This design comes from an exercise in tuning for small area on the open sky130 flow, not from production work.
Where RTL was checked, it was by simulation tests only, not by an equivalence proof against the original.
Power is estimated from default activity; no workload was simulated.

== oak ==
==> flow/design.v <==
module uart(
    input           rst_n,
    input           clk,
    input   [7:0]   AB,
    input   [7:0]   DB_i,
    output  [7:0]   DB_o,
    output          DB_oe,
    input           RxD_i,
    output          RxD_o,
    output          RxD_oe,
    input           rd,
    input           wr,
    output          TxD,
    output          Intuart
    );
    localparam [3:0] S_IDLE  = 4'b0000,
                     S_START = 4'b0001,
                     S_CRC   = 4'b0010,
                     S_STOP  = 4'b0100,
                     S_D0    = 4'b1000;
    reg  [7:0]  thB, tlB;        
    reg  [15:0] cnt;             
    reg  [7:0]  SCON;
    reg  [7:0]  TBUF;
    reg  [7:0]  RBUF;
    reg  [7:0]  Rshift;
    reg         TEN;
    reg  [3:0]  ts;              
    reg  [3:0]  tb;              
    reg         TI;
    reg         Rvalid;
    reg  [3:0]  rs;              
    reg  [3:0]  rb;              
    reg  [2:0]  dc;              
    reg         RI;
    wire        sel   = AB[7:4] == 4'b1001;
    wire        we    = !wr && sel;
    wire        we_tl = we && AB[3:0] == 4'b0110;
    wire        we_th = we && AB[3:0] == 4'b0111;
    wire        we_sb = we && AB[3:0] == 4'b1000;
    wire        we_sc = we && AB[3:0] == 4'b1001;
    wire [1:0]  SM   = SCON[7:6];
    wire        SM0  = SM == 2'b00;
    wire        SM2  = SCON[5];
    wire        REN  = SCON[4];
    wire        TB8  = SCON[3];
    wire        SRI  = SCON[0];
    wire        TC     = &cnt;
    wire        EN     = TEN || REN;
    wire [15:0] reload = SM0 ? 16'hFFFA : {thB, tlB};
    always @(posedge clk)
        if (!rst_n) begin
            thB <= 8'b0;
            tlB <= 8'b0;
        end else begin
            if (we_th) thB <= DB_i;
            if (we_tl) tlB <= DB_i;
        end
    always @(posedge clk)
        if (!EN || TC) cnt <= reload;
        else           cnt <= cnt + 1'b1;
    wire        t_idle  = ts == S_IDLE;
    wire        t_data  = ts[3];
    wire        t_start = !ts[3] && ts[0];
    wire        t_crc   = !ts[3] && ts[1];
    wire        t_stop  = !ts[3] && ts[2];
    wire        t_dend  = ts == 4'b1111;
    wire        Tbaud   = tb == 4'd15 && TC;
    wire        T7      = tb == 4'd7  && TC;
    wire        T8      = tb == 4'd8  && TC;
    reg  [3:0]  ts_next;
    always @(*) begin
        ts_next = S_IDLE;
        if (t_data) begin
            if (!t_dend)       ts_next = ts + 1'b1;
            else if (SM0)      ts_next = S_IDLE;
            else if (!SM[1])   ts_next = S_STOP;
            else               ts_next = S_CRC;
        end else if (t_idle) begin
            if (!TEN)          ts_next = S_IDLE;
            else if (!SM0)     ts_next = S_START;
            else if (REN && SRI) ts_next = S_IDLE;
            else               ts_next = S_D0;
        end else if (t_start)
            ts_next = S_D0;
        else if (t_crc)
            ts_next = S_STOP;
    end
    always @(posedge clk)
        if (!rst_n)
            ts <= S_IDLE;
        else if (Tbaud)
            ts <= ts_next;
    always @(posedge clk)
        if (!rst_n)
            TEN <= 1'b0;
        else if (we_sb || (SM0 && REN))
            TEN <= 1'b1;
        else if (Tbaud && (t_stop || (t_dend && SM0)))
            TEN <= 1'b0;
    always @(posedge clk)
        if (!rst_n)
            TBUF <= 8'b0;
        else if (t_data) begin
            if (SM0 ? T8 : Tbaud)
                TBUF <= TBUF >> 1;
        end else if (we_sb)
            TBUF <= DB_i;
    always @(posedge clk)
        if (!TEN)    tb <= 4'd0;
        else if (TC) tb <= tb + 1'b1;
    always @(posedge clk)
        if (SM == 2'b10)      TI <= t_crc && Tbaud;
        else if (SM0 && REN)  TI <= 1'b0;
        else                  TI <= t_dend && Tbaud;
    assign TxD = t_data ? (SM0 ? tb[3] : TBUF[0]) :
                 t_crc  ? TB8 :
                 !t_start;
    wire        r_idle  = rs == S_IDLE;
    wire        r_data  = rs[3];
    wire        r_start = !rs[3] && rs[0];
    wire        r_crc   = !rs[3] && rs[1];
    wire        r_stop  = !rs[3] && rs[2];
    wire        r_dend  = rs == 4'b1111;
    wire        Rbaud   = SM0 ? T7 : (rb == 4'd15 && TC);
    wire        R789    = (rb == 4'd7 || rb == 4'd8 || rb == 4'd9) && TC;
    wire        Rxdin   = (dc[0] & dc[1]) | (dc[0] & dc[2]) | (dc[1] & dc[2]);
    wire        judge   = (Rxdin || !SM2) && !SRI;
    reg  [3:0]  rs_next;
    always @(*) begin
        rs_next = S_IDLE;
        if (r_data) begin
            if (!r_dend)       rs_next = rs + 1'b1;
            else if (!SM[1])   rs_next = S_STOP;
            else               rs_next = S_CRC;
        end else if (r_idle) begin
            if (!REN)          rs_next = S_IDLE;
            else if (SM0)      rs_next = SRI ? S_IDLE : S_D0;
            else               rs_next = Rvalid ? S_START : S_IDLE;
        end else if (r_start)
            rs_next = Rxdin ? S_IDLE : S_D0;
        else if (r_crc)
            rs_next = judge ? S_STOP : S_IDLE;
    end
    always @(posedge clk)
        if (!rst_n)
            rs <= S_IDLE;
        else if (Rbaud)
            rs <= rs_next;
    always @(posedge clk)
        if (!rst_n)
            Rvalid <= 1'b0;
        else if (SM0)
            Rvalid <= REN;
        else if (r_idle) begin
            if (REN) Rvalid <= !RxD_i;
        end else if (r_start) begin
            if (Rbaud) Rvalid <= !Rxdin;
        end else if (r_crc || (r_stop && SM == 2'b01)) begin
            if (Rbaud) Rvalid <= judge;
        end
    always @(posedge clk)
        if (!REN || !Rvalid) rb <= 4'b1111;
        else if (TC)         rb <= rb + 1'b1;
    always @(posedge clk)
        if (!REN)      dc <= 3'b111;
        else if (R789) dc <= {dc[1:0], RxD_i};
    always @(posedge clk)
        if (r_data && Rbaud)
            Rshift <= {Rxdin, Rshift[7:1]};
    always @(posedge clk)
        if (!rst_n)
            RBUF <= 8'b0;
        else if (r_stop && Rbaud && (SM != 2'b01 || judge))
            RBUF <= Rshift;
    always @(posedge clk)
        RI <= r_stop && Rbaud;
    always @(posedge clk)
        if (!rst_n)
            SCON <= 8'b0;
        else if (we_sc)
            SCON <= DB_i;
        else begin
            if (TI) SCON[1] <= 1'b1;
            if (RI) SCON[0] <= 1'b1;
            if (r_crc && judge && Rbaud) SCON[2] <= Rxdin;
        end
    assign DB_oe   = !rd && sel && (AB[3:1] == 3'b011 || AB[3:1] == 3'b100);
    assign DB_o    = AB[3] ? (AB[0] ? SCON : RBUF) : (AB[0] ? thB : tlB);
    assign Intuart = SCON[1] || SCON[0];
    assign RxD_oe  = !REN && TEN && SM0;
    assign RxD_o   = TBUF[0];
endmodule
Settings: LEC_CHECK=0, CAP_MARGIN=20, CORE_MARGIN=2, CORE_UTILIZATION=65, GPL_TIMING_DRIVEN=0, SLEW_MARGIN=20; clock period 5.0 ns.
standard.sh (not shown) runs the stock make flow with config.mk's settings and CLKGATE_MAP_FILE= SYNTH_SCRIPT=/design/flow/synth_recipe.tcl, a recipe that flattens the netlist after the stock synthesis.
==> flow/flow/run.sh <==
#!/bin/bash
# Layout flow: the standard flow (standard.sh) with
#  - synthesis: adders left to abc, and abc given an area-oriented script (flow/area.abc);
#    registers are mapped exactly as in the standard synthesis
#  - minimum-size buffers on the ports
#  - clock tree without dummy loads, larger sink clusters
# make's output goes to flow_make.log; each tool's log is under orfs/logs.
set -euo pipefail
W=$(pwd)
export MY_ABC_SCRIPT=$W/flow/area.abc
bash standard.sh SYNTH_SCRIPT=$W/flow/synth.tcl ADDER_MAP_FILE= \
  "BUFFER_PORTS_ARGS=-buffer_cell sky130_fd_sc_hd__buf_1" \
  "CTS_ARGS=-sink_clustering_enable -repair_clock_nets -dont_use_dummy_load -sink_clustering_size 30 -buf_list sky130_fd_sc_hd__clkbuf_8" \
  finish > $W/flow_make.log 2>&1
==> flow/flow/area.abc <==
strash
dc2
dch
amap
topo
==> flow/flow/synth.tcl <==
# The standard synthesis script, with abc given the area-oriented script in MY_ABC_SCRIPT
proc synth {args} { yosys synth -nofsm -noshare {*}$args }
proc abc {args} {
  set i [lsearch -exact $args -script]
  if { $i >= 0 && [info exists ::env(MY_ABC_SCRIPT)] } {
    lset args [expr { $i + 1 }] $::env(MY_ABC_SCRIPT)
  }
  yosys abc {*}$args
}
source $::env(SCRIPTS_DIR)/synth.tcl
# left out here: clear keep_hierarchy, flatten, clean up, hide names made inside functions, write 1_2_yosys.v
### oak -> pine
--- a/flow/design.v
+++ b/flow/design.v
@@ -14,9 +14,9 @@
     output          Intuart
     );
     localparam [3:0] S_IDLE  = 4'b0000,
                      S_START = 4'b0001,
-                     S_CRC   = 4'b0010,
+                     S_CRC   = 4'b0011,
                      S_STOP  = 4'b0100,
                      S_D0    = 4'b1000;
     reg  [7:0]  thB, tlB;        
     reg  [15:0] cnt;             
@@ -60,11 +60,10 @@
         if (!EN || TC) cnt <= reload;
         else           cnt <= cnt + 1'b1;
     wire        t_idle  = ts == S_IDLE;
     wire        t_data  = ts[3];
-    wire        t_start = !ts[3] && ts[0];
-    wire        t_crc   = !ts[3] && ts[1];
-    wire        t_stop  = !ts[3] && ts[2];
+    wire        t_crc   = ts == S_CRC;
+    wire        t_stop  = ts == S_STOP;
     wire        t_dend  = ts == 4'b1111;
     wire        Tbaud   = tb == 4'd15 && TC;
     wire        T7      = tb == 4'd7  && TC;
     wire        T8      = tb == 4'd8  && TC;
@@ -80,9 +79,9 @@
             if (!TEN)          ts_next = S_IDLE;
             else if (!SM0)     ts_next = S_START;
             else if (REN && SRI) ts_next = S_IDLE;
             else               ts_next = S_D0;
-        end else if (t_start)
+        end else if (ts == S_START)
             ts_next = S_D0;
         else if (t_crc)
             ts_next = S_STOP;
     end
@@ -95,9 +94,9 @@
         if (!rst_n)
             TEN <= 1'b0;
         else if (we_sb || (SM0 && REN))
             TEN <= 1'b1;
-        else if (Tbaud && (t_stop || (t_dend && SM0)))
+        else if (ts_next == S_IDLE && Tbaud)
             TEN <= 1'b0;
     always @(posedge clk)
         if (!rst_n)
             TBUF <= 8'b0;
@@ -114,14 +113,14 @@
         else if (SM0 && REN)  TI <= 1'b0;
         else                  TI <= t_dend && Tbaud;
     assign TxD = t_data ? (SM0 ? tb[3] : TBUF[0]) :
                  t_crc  ? TB8 :
-                 !t_start;
+                 (ts != S_START);
     wire        r_idle  = rs == S_IDLE;
     wire        r_data  = rs[3];
-    wire        r_start = !rs[3] && rs[0];
-    wire        r_crc   = !rs[3] && rs[1];
-    wire        r_stop  = !rs[3] && rs[2];
+    wire        r_start = rs == S_START;
+    wire        r_crc   = rs == S_CRC;
+    wire        r_stop  = rs == S_STOP;
     wire        r_dend  = rs == 4'b1111;
     wire        Rbaud   = SM0 ? T7 : (rb == 4'd15 && TC);
     wire        R789    = (rb == 4'd7 || rb == 4'd8 || rb == 4'd9) && TC;
     wire        Rxdin   = (dc[0] & dc[1]) | (dc[0] & dc[2]) | (dc[1] & dc[2]);
==> comparison <==
From pine to oak, clock-buffer cell count did not move at all. Of oak and pine, pine shows the lower hold slack, with oak above it. Wire length per cell after detailed routing, oak and pine: smaller value in oak. oak fits on a die that is smaller than the die of pine. Compared with oak, in pine post-route minimum period grew by 17 ps; wire length on met2 -4.8%; worst IR drop on VDD increased about 12%; share of the core filled with cells in the final layout held. Of oak and pine, oak shows the higher post-synthesis share of cell area spent on and, or, nand and nor gates, with pine below it. On share of the clock period used by the worst path, the lower figure sits with oak, not pine. Total placed cells including tap cells of oak is on par with pine. Worst endpoint required time ended up 20 ps lower on pine than on oak.
No functional check of the RTL was part of pine.

-- what the ideal ports hide --
In the flow no input, the clock included, has a driving cell. The finished layouts below were timed again as built, in two steps. Step 1 sets driving cells, clkbuf_16 on the clock port and buf_2 on the other inputs (assumed; they add their load-dependent delay and slew). Step 2 moves the port delays by t, midway between the first and last clock arrival at a register: inputs arrive t later, outputs are due t later. That takes back most of the time a late clock gives input paths. a / b / c = ideal / step 1 / step 2; a / b = the first two.
run	shift t [ns]	setup WS [ns]	worst setup path after step 2	worst data-port slew with drivers (ns)
oak	0.373	0.700 / 0.700 / 0.700	register to register	0.03
pine	0.365	0.683 / 0.683 / 0.683	register to register	0.05
After both steps every run listed still meets setup and hold.
